This design comes from an exercise in tuning for small area on the open sky130 flow, not from production work.
Function was checked by simulation only, so behaviour that the tests miss may differ from the original.
Power figures rest on the tool's default switching activity, not on a simulated workload.

## toplevel_connect4
module toplevel_connect4 (
    input clk,
    input rst,
    input col_left_raw,
    input col_right_raw,
    input confirm_raw,
    input p1_start_raw,
    input p2_start_raw,
    output vgaclk,
    output hsync,
    output vsync,
    output sync_b,
    output blank_b,
    output [7:0] r,
    output [7:0] g,
    output [7:0] b,
    output [6:0] segments,
    output p1_led,
    output p2_led,
    output game_over_led,
    output [3:0] estado
);
    logic left_db, right_db, confirm_db, p1s_db, p2s_db;
    Button_debounce db_left   (.clk(clk), .rst(rst), .button_in(col_left_raw),  .button_out(left_db));
    Button_debounce db_right  (.clk(clk), .rst(rst), .button_in(col_right_raw), .button_out(right_db));
    Button_debounce db_confirm(.clk(clk), .rst(rst), .button_in(confirm_raw),   .button_out(confirm_db));
    Button_debounce db_p1     (.clk(clk), .rst(rst), .button_in(p1_start_raw),  .button_out(p1s_db));
    Button_debounce db_p2     (.clk(clk), .rst(rst), .button_in(p2_start_raw),  .button_out(p2s_db));
    logic toggle;
    logic [3:0] xq, yq;
    logic [5:0] xr, yr;
    always_ff @(posedge clk or posedge rst) begin
        if (rst) toggle <= 1'b0;
        else     toggle <= ~toggle;
  ...
For scale: about 160 flip-flops, about 50 I/O pins, about 0.011 mm^2 of cells after synthesis.
==> flow/config.mk <==
export PLATFORM = sky130hd
export DESIGN_NAME = toplevel_connect4
export DESIGN_NICKNAME = toplevel_connect4
export VERILOG_FILES = /design/flow/design.v
export SDC_FILE = /design/flow/constraint.sdc
export NUM_CORES = 4
export LEC_CHECK = 0
export CAP_MARGIN = 20
export CORE_MARGIN = 2
export CORE_UTILIZATION = 40
export CTS_BUF_LIST = sky130_fd_sc_hd__clkbuf_8
export GPL_TIMING_DRIVEN = 0
export SLEW_MARGIN = 20
==> flow/constraint.sdc <==
create_clock -name core_clock -period 20.0 [get_ports {clk}]
set_input_delay 4.0000 -clock core_clock [delete_from_list [all_inputs] [get_ports {clk}]]
set_output_delay 4.0000 -clock core_clock [all_outputs]
set_load 0.01 [all_outputs]
standard.sh (not shown) runs the stock make flow with config.mk's settings and CLKGATE_MAP_FILE= SYNTH_SCRIPT=/design/flow/synth_recipe.tcl, a recipe that flattens the netlist after the stock synthesis.
==> flow/flow/run.sh <==
#!/bin/bash
# The standard layout (standard.sh), except that
#  - synthesis maps the logic with the area-oriented ABC scripts flow/area*.abc (the smallest result is kept) (every register is the standard
#    synthesis's: only the combinational mapping changes), and
#  - the buffers synthesis puts between output ports that share a net, and the port buffers that placement
#    inserts, are sky130_fd_sc_hd__buf_1, and
#  - clock tree synthesis adds no dummy loads.
set -euo pipefail
W=$(pwd)
export FLOW_AREA_ABC_SCRIPTS="$W/flow/area1.abc $W/flow/area2.abc $W/flow/area3.abc"
export BUFFER_PORTS_ARGS="-buffer_cell sky130_fd_sc_hd__buf_1"
export CTS_ARGS="-sink_clustering_enable -repair_clock_nets -buf_list sky130_fd_sc_hd__clkbuf_8 -dont_use_dummy_load"
# synth_recipe.tcl with the abc override inserted after its first line (the synth -nofsm -noshare wrapper)
{ head -n 1 synth_recipe.tcl; cat flow/abc_override.tcl; tail -n +2 synth_recipe.tcl; } > synth_area.tcl
sed "s#SYNTH_SCRIPT=[^ ]*#SYNTH_SCRIPT=$W/synth_area.tcl#" standard.sh > standard_area.sh
grep -q "SYNTH_SCRIPT=$W/synth_area.tcl" standard_area.sh
bash standard_area.sh > flow.log 2>&1
==> flow/flow/abc_override.tcl <==
# Map the logic with area-oriented ABC scripts (flow/area*.abc) in place of ORFS's speed script: each script is
# run on the same design and the mapping with the smallest cell area is kept. Every other synthesis step, and so
# every register, is the standard synthesis's.
proc abc {args} {
  set i [lsearch -exact $args -script]
  if {$i < 0 || [lsearch -exact $args -dff] >= 0} {
    yosys abc {*}$args
    return
  }
  set lib [lindex $args [expr {[lsearch -exact $args -liberty] + 1}]]
  yosys design -save pre_area_abc
  set best ""
  foreach script $::env(FLOW_AREA_ABC_SCRIPTS) {
    yosys design -load pre_area_abc
    lset args [expr {$i + 1}] $script
    yosys abc {*}$args
    set report [tee -q -s result.string stat -liberty $lib]
    if {![regexp {Chip area for module [^:]*: ([0-9.]+)} $report -> area]} {
      error "no area reported after abc with $script"
    }
    puts "area-abc: $script -> $area"
    if {$best eq "" || $area < $best} {
      set best $area
      yosys design -save best_area_abc
    }
  }
  yosys design -load best_area_abc
  puts "area-abc: kept $best"
}

# Buffers that synthesis puts between output ports driven by the same net: the smallest buffer.
set ::env(MIN_BUF_CELL_AND_PORTS) "sky130_fd_sc_hd__buf_1 A X"
==> flow/flow/area1.abc <==
strash
&get -n
&fraig -x
&put
scorr
dc2
strash
&get -n
&deepsyn -T 180 -S 1
&dch -f
&nf -p -D 8000
&put
==> flow/flow/area2.abc <==
strash
&get -n
&fraig -x
&put
scorr
dc2
strash
&get -n
&deepsyn -T 150 -S 2
&if -K 6
&mfs -e
&st
&deepsyn -T 60 -S 2
&dch -f
&nf -p -D 8000
&put
==> flow/flow/area3.abc <==
strash
&get -n
&fraig -x
&put
scorr
dc2
strash
&get -n
&deepsyn -T 240 -S 3
&dch -f
&nf -p -D 8000
&put
The starting point completed with no timing, DRC or antenna violations.
Then changed:
==> flow/flow/run.sh (replaced) <==
#!/bin/bash
# The standard layout (standard.sh), except that
#  - synthesis maps the logic with the area-oriented ABC scripts flow/area*.abc and keeps the smallest result,
#    maps adders with the rest of the logic instead of full/half-adder cells, and inserts no buffers between
#    output ports that share a net (every register is the standard synthesis's: only the combinational logic
#    changes; see flow/abc_override.tcl),
#  - the port buffers that placement inserts are sky130_fd_sc_hd__buf_1, and
#  - clock tree synthesis adds no dummy loads.
set -euo pipefail
W=$(pwd)
export FLOW_AREA_ABC_SCRIPTS="$W/flow/areaA.abc $W/flow/areaB.abc $W/flow/areaC.abc $W/flow/areaD.abc"
export BUFFER_PORTS_ARGS="-buffer_cell sky130_fd_sc_hd__buf_1"
export CTS_ARGS="-sink_clustering_enable -repair_clock_nets -buf_list sky130_fd_sc_hd__clkbuf_8 -dont_use_dummy_load"
# synth_recipe.tcl with the abc override inserted after its first line (the synth -nofsm -noshare wrapper)
{ head -n 1 synth_recipe.tcl; cat flow/abc_override.tcl; tail -n +2 synth_recipe.tcl; } > synth_area.tcl
sed "s#SYNTH_SCRIPT=[^ ]*#SYNTH_SCRIPT=$W/synth_area.tcl#" standard.sh > standard_area.sh
grep -q "SYNTH_SCRIPT=$W/synth_area.tcl" standard_area.sh
bash standard_area.sh > flow.log 2>&1
--- a/flow/flow/abc_override.tcl
+++ b/flow/flow/abc_override.tcl
@@ -29,4 +29,7 @@
 }
 
-# Buffers that synthesis puts between output ports driven by the same net: the smallest buffer.
-set ::env(MIN_BUF_CELL_AND_PORTS) "sky130_fd_sc_hd__buf_1 A X"
+
+# No pass-through buffers between output ports that share a net (placement gives every port its own buffer),
+# and no full/half-adder cells: ABC maps the arithmetic with the rest of the logic.
+set ::env(SYNTH_INSBUF) 0
+set ::env(ADDER_MAP_FILE) ""
==> flow/flow/areaA.abc (new file) <==
strash
&get -n
&fraig -x
&put
scorr
dc2
strash
&get -n
&deepsyn -T 40 -S 1
&if -K 6
&mfs -e
&st
&deepsyn -T 20 -S 1
&dch -f
&nf -p -D 8000
&put
==> flow/flow/areaB.abc (new file) <==
strash
&get -n
&fraig -x
&put
scorr
dc2
strash
&get -n
&deepsyn -T 40 -S 3
&if -K 6
&mfs -e
&st
&deepsyn -T 20 -S 3
&dch -f
&nf -p -D 8000
&put
==> flow/flow/areaC.abc (new file) <==
strash
&get -n
&fraig -x
&put
scorr
dc2
strash
&get -n
&deepsyn -T 150 -S 2
&if -K 6
&mfs -e
&st
&deepsyn -T 60 -S 2
&dch -f
&nf -p -D 8000
&put
==> flow/flow/areaD.abc (new file) <==
strash
&get -n
&fraig -x
&put
scorr
dc2
strash
&get -n
&deepsyn -T 40 -S 4
&if -K 6
&mfs -e
&st
&deepsyn -T 20 -S 4
&if -K 6
&mfs -e
&st
&deepsyn -T 20 -S 5
&dch -f
&nf -p -D 8000
&put
CORE_UTILIZATION = 65   (was 40)
removed: flow/flow/area1.abc
removed: flow/flow/area2.abc
removed: flow/flow/area3.abc
First-iteration DRC count climbs by 27%. Via count shrinks by 2.2%. Synthesized cell count goes down by 4.7%. Cell area drops by 8.8%. Global-route usage climbs by 15 points. Total power rises by 2.3%. Worst setup slack improves by 0.50 ns. Critical path depth does not change.
Then changed:
--- a/flow/flow/run.sh
+++ b/flow/flow/run.sh
@@ -9,5 +9,5 @@
 set -euo pipefail
 W=$(pwd)
-export FLOW_AREA_ABC_SCRIPTS="$W/flow/areaA.abc $W/flow/areaB.abc $W/flow/areaC.abc $W/flow/areaD.abc"
+export FLOW_AREA_ABC_SCRIPTS="$W/flow/area1.abc"
 export BUFFER_PORTS_ARGS="-buffer_cell sky130_fd_sc_hd__buf_1"
 export CTS_ARGS="-sink_clustering_enable -repair_clock_nets -buf_list sky130_fd_sc_hd__clkbuf_8 -dont_use_dummy_load"
==> flow/flow/area1.abc (new file) <==
strash
&get -n
&fraig -x
&put
scorr
dc2
strash
&get -n
&deepsyn -T 20 -S 1
&dch -f
&nf -p -D 8000
&put
removed: flow/flow/areaA.abc
removed: flow/flow/areaB.abc
removed: flow/flow/areaC.abc
removed: flow/flow/areaD.abc
After rerunning: Non-clock buffer count does not change. Clock-buffer cell count stays the same. Core utilization grows by 0.63 points.

==> separate check: timing with driven ports <==
Ports are ideal in the flow. The routed layouts listed here were re-timed in OpenROAD. Step 1 sets driving cells, clkbuf_16 on the clock port and buf_2 on the other inputs (assumed; they add their load-dependent delay and slew). Step 2 adds t to the input delays and takes it off the output delays; t is the mean of the earliest and latest rising clock arrival at the registers after step 1. Input paths then give back, and output paths get back, about the clock's delay inside the block. Slacks: ideal / step 1 / step 2; pairs: ideal / step 1.
run	t, ns	setup WS [ns]	hold WS [ns]	worst slew at a driven data input, ns
the first run	0.500	8.943 / 8.893 / 9.393	0.345 / 0.345 / 0.345	0.04
the second run	0.500	9.442 / 9.402 / 9.902	0.340 / 0.340 / 0.340	0.03
the third run	0.494	9.959 / 9.917 / 10.411	0.358 / 0.358 / 0.358	0.04
After both steps every run listed still meets setup and hold.
